This design comes from an exercise in tuning for small area on the open sky130 flow, not from production work.
The RTL was checked by simulation tests, not by an equivalence proof against the original design.
Power is estimated from default activity; no workload was simulated.

== nickel ==
## case2mod_new
module case2mod_new
  (input  clk,
   input  reset,
   input  clk_enable,
   input  AP,
   input  VP,
   input  [15:0] SArest,
   input  [15:0] AVforw,
   input  PAC_en,
   input  PVC_en,
   output ce_out,
   output NA1Out,
   output NA2Out,
   output NA3Out,
   output NA4Out,
   output NA5Out,
   output NA6Out,
   output NA7Out);
clock: 10.0 ns
lec_check: 0
cap_margin: 20
core_margin: 2
core_utilization: 65
slew_margin: 20
standard.sh (not shown) runs the stock make flow with config.mk's settings and CLKGATE_MAP_FILE= SYNTH_SCRIPT=/design/flow/synth_recipe.tcl, a recipe that flattens the netlist after the stock synthesis.
==> flow/flow/run.sh <==
#!/bin/bash
# Own layout flow: the standard flow (standard.sh), with three changes:
#  1. after the standard synthesis, its combinational logic is mapped again
#     by ABC for area (flow/remap.abc); the flip-flops are kept as they are
#     (same instances, names and cells), and the new netlist is proved
#     equivalent to the standard one before it is used (else the standard
#     netlist is kept);
#  2. clock tree synthesis uses clkbuf_8 sink clusters and no dummy loads;
#  3. ports are buffered with buf_1 (every port still gets its own buffer).
# Each tool's output goes to a log file of its own in this folder.
set -euo pipefail
W=$(pwd)
K=$W/flow
R=$W/orfs/results/${FLOW_PLATFORM}/case2mod_new/base
LIB=$FLOW_HOME/platforms/${FLOW_PLATFORM}/lib/sky130_fd_sc_hd__tt_025C_1v80.lib
YOSYS=$(command -v yosys || echo "$FLOW_HOME/../tools/install/yosys/bin/yosys")

export CTS_ARGS="-sink_clustering_enable -repair_clock_nets -dont_use_dummy_load -buf_list sky130_fd_sc_hd__clkbuf_4 -sink_clustering_size 10 -sink_clustering_max_diameter 50"
export BUFFER_PORTS_ARGS="-buffer_cell sky130_fd_sc_hd__buf_1"

bash standard.sh synth > standard_synth.log 2>&1
cp "$R/1_2_yosys.v" "$W/std_netlist.v"

SEQ=$(tr '\n' ' ' < "$K/seq.txt")
DU=$(sed 's/^/-dont_use /' "$K/dont_use.txt" | tr '\n' ' ')
TOP=${FLOW_TOP}

# The remap is run with eight ABC random seeds, four at a time; the
# smallest result that is proved equivalent is used.
for S in 0 1 2 3 4 5 6 7; do
  sed "s/-S 0/-S $S/" "$K/remap.abc" > "$W/remap_$S.abc"
  cat > "$W/remap_$S.ys" <<EOS
read_liberty -ignore_miss_func $LIB
blackbox $SEQ
read_verilog $W/std_netlist.v
hierarchy -check -top $TOP
flatten
opt_clean
abc -liberty $LIB -script $W/remap_$S.abc $DU
opt_clean -purge
hilomap -singleton -hicell sky130_fd_sc_hd__conb_1 HI -locell sky130_fd_sc_hd__conb_1 LO
splitnets
opt_clean -purge
insbuf -buf sky130_fd_sc_hd__buf_4 A X
opt_clean -purge
stat -liberty $LIB
select -assert-none t:\$_*
write_verilog -noattr -nohex -nodec $W/remapped_$S.v
EOS
  (timeout 1200 "$YOSYS" -s "$W/remap_$S.ys" > "$W/remap_$S.log" 2>&1 || rm -f "$W/remapped_$S.v") &
  if [[ $S == 3 ]]; then wait; fi
done
wait
: > "$W/remap_areas.txt"
for S in 0 1 2 3 4 5 6 7; do
  if [[ -f "$W/remapped_$S.v" ]]; then
    area=$(grep "Chip area" "$W/remap_$S.log" | tail -1 | awk '{print $NF}')
    echo "$area $S" >> "$W/remap_areas.txt"
  fi
done
sort -g "$W/remap_areas.txt" -o "$W/remap_areas.txt"

# Equivalence of the two netlists: both read with the flip-flops as black
# boxes, every flip-flop instance turned into ports named after it (so the
# proof pairs flip-flops by instance name), then a SAT proof of the miter.
for x in gold gate; do
  if [[ $x == gold ]]; then f=$W/std_netlist.v; else f=$W/remapped.v; fi
  cat > "$W/eq_$x.ys" <<EOS
read_liberty -ignore_miss_func $LIB
blackbox $SEQ
read_verilog $f
hierarchy -check -top $TOP
flatten
delete t:\$scopeinfo
expose -evert -sep __ t:sky130_fd_sc_hd__*
opt_clean -purge
rename $TOP $x
write_verilog -noattr $W/eq_$x.v
EOS
done
cat > "$W/eq_miter.ys" <<EOS
read_liberty -ignore_miss_func $LIB
read_verilog $W/eq_gold.v $W/eq_gate.v
flatten
miter -equiv -flatten -make_assert gold gate miter
hierarchy -top miter
sat -verify -prove-asserts miter
EOS

use_remap=0
while read -r area S; do
  cp "$W/remapped_$S.v" "$W/remapped.v"
  if timeout 600 "$YOSYS" -s "$W/eq_gold.ys" > "$W/eq_gold.log" 2>&1 &&
     timeout 600 "$YOSYS" -s "$W/eq_gate.ys" > "$W/eq_gate.log" 2>&1 &&
     timeout 1200 "$YOSYS" -s "$W/eq_miter.ys" > "$W/eq_miter.log" 2>&1; then
    use_remap=1
    echo "seed=$S area=$area" > "$W/remap_choice.txt"
    break
  fi
done < "$W/remap_areas.txt"
echo "use_remap=$use_remap" > "$W/remap_result.txt"
if [[ $use_remap == 1 ]]; then
  cp "$W/remapped.v" "$R/1_2_yosys.v"
  rm -f "$R/1_synth.odb" "$R/1_synth.sdc"
fi

bash standard.sh > standard.log 2>&1
Other scripts of this flow, unchanged in this note and not shown: flow/flow/dont_use.txt, flow/flow/remap.abc, flow/flow/seq.txt
Per the final summary, nickel finished and its layout is clean on timing, DRC and antenna.
--- input diff nickel..sierra ---
--- a/flow/flow/run.sh
+++ b/flow/flow/run.sh
@@ -16,5 +16,5 @@
 YOSYS=$(command -v yosys || echo "$FLOW_HOME/../tools/install/yosys/bin/yosys")
 
-export CTS_ARGS="-sink_clustering_enable -repair_clock_nets -dont_use_dummy_load -buf_list sky130_fd_sc_hd__clkbuf_4 -sink_clustering_size 10 -sink_clustering_max_diameter 50"
+export CTS_ARGS="-sink_clustering_enable -repair_clock_nets -dont_use_dummy_load -buf_list sky130_fd_sc_hd__clkbuf_8 -sink_clustering_size 16 -sink_clustering_max_diameter 80"
 export BUFFER_PORTS_ARGS="-buffer_cell sky130_fd_sc_hd__buf_1"
 
@@ -26,7 +26,7 @@
 TOP=${FLOW_TOP}
 
-# The remap is run with eight ABC random seeds, four at a time; the
-# smallest result that is proved equivalent is used.
-for S in 0 1 2 3 4 5 6 7; do
+# The remap is run with four ABC random seeds in parallel; the smallest
+# result that is proved equivalent is used.
+for S in 0 1 2 3; do
   sed "s/-S 0/-S $S/" "$K/remap.abc" > "$W/remap_$S.abc"
   cat > "$W/remap_$S.ys" <<EOS
@@ -49,9 +49,8 @@
 EOS
   (timeout 1200 "$YOSYS" -s "$W/remap_$S.ys" > "$W/remap_$S.log" 2>&1 || rm -f "$W/remapped_$S.v") &
-  if [[ $S == 3 ]]; then wait; fi
 done
 wait
 : > "$W/remap_areas.txt"
-for S in 0 1 2 3 4 5 6 7; do
+for S in 0 1 2 3; do
   if [[ -f "$W/remapped_$S.v" ]]; then
     area=$(grep "Chip area" "$W/remap_$S.log" | tail -1 | awk '{print $NF}')
### Flow results
Highest attainable clock frequency sits lower in sierra than in nickel. Per the comparison of sierra with nickel, number of filler cells placed in the layout shrank by 10, H-tree depth reported by CTS lower, final-report max-slew violation count stayed essentially flat. The lower cell count of sierra and nickel is in sierra. Min worst hold slack across sierra and nickel: sierra. As far as area growth from synthesis to final layout is concerned, nickel and sierra perform about the same. In the reports for sierra and nickel, the smaller worst setup slack belongs to sierra. Of sierra and nickel, the run reporting the lower worst reg-to-reg setup slack was sierra.
diff inputs: sierra => cedar
--- a/flow/flow/run.sh
+++ b/flow/flow/run.sh
@@ -26,7 +26,7 @@
 TOP=${FLOW_TOP}
 
-# The remap is run with four ABC random seeds in parallel; the smallest
-# result that is proved equivalent is used.
-for S in 0 1 2 3; do
+# The remap is run with eight ABC random seeds, four at a time; the
+# smallest result that is proved equivalent is used.
+for S in 0 1 2 3 4 5 6 7; do
   sed "s/-S 0/-S $S/" "$K/remap.abc" > "$W/remap_$S.abc"
   cat > "$W/remap_$S.ys" <<EOS
@@ -49,8 +49,9 @@
 EOS
   (timeout 1200 "$YOSYS" -s "$W/remap_$S.ys" > "$W/remap_$S.log" 2>&1 || rm -f "$W/remapped_$S.v") &
+  if [[ $S == 3 ]]; then wait; fi
 done
 wait
 : > "$W/remap_areas.txt"
-for S in 0 1 2 3; do
+for S in 0 1 2 3 4 5 6 7; do
   if [[ -f "$W/remapped_$S.v" ]]; then
     area=$(grep "Chip area" "$W/remap_$S.log" | tail -1 | awk '{print $NF}')
--- a/flow/config.mk
+++ b/flow/config.mk
@@ -8,4 +8,4 @@
 export CAP_MARGIN = 20
 export CORE_MARGIN = 2
-export CORE_UTILIZATION = 65
+export CORE_UTILIZATION = 80
 export SLEW_MARGIN = 20
### Flow results
- cedar against sierra: critical path depth neither gained nor lost much, filler cell count in the final layout moved down, HPWL reported at the end of detailed placement increased by 10% relative to the old numbers.
- Minimum clock period after layout (cedar over sierra): increase, 750 ps
- [cedar] worst slack after detailed placement fell 710 ps relative to sierra
- Compared with sierra, in cedar routed length on met3 now sits higher, clock tree skew after final layout now sits higher, maximum frequency now sits lower.
- In cedar, the wire length came out 8.7% above the value in sierra.
- Relative to sierra, the total power of the final layout of cedar is higher by 1.3%.

-- static timing again, ports no longer ideal --
How much do the figures lean on ideal ports? The routed layouts below were timed once more, with nothing changed but the port constraints.
Step 1 assumes that a clkbuf_16 drives the clock port and a buf_2 every other input.
Step 2 moves the port delays by t, midway between the first and last clock arrival at a register: inputs arrive t later, outputs are due t later. That takes back most of the time a late clock gives input paths.
Three values: no drivers, after step 1, after step 2; two values: the first two.
run | t (ns) | setup slack, ns | worst register clock-pin slew, ns | worst data-port slew with drivers (ns)
nickel | 0.704 | 4.736 / 4.758 / 4.054 | 0.12 / 0.12 | 0.04
sierra | 0.606 | 4.680 / 4.703 / 4.097 | 0.10 / 0.10 | 0.04
cedar | 0.595 | 3.925 / 3.945 / 3.349 | 0.11 / 0.11 | 0.04
After both steps every run listed still meets setup and hold. The setup slack of nickel, which loses most, moves by +0.022 ns with the drivers and by -0.682 ns with both steps.
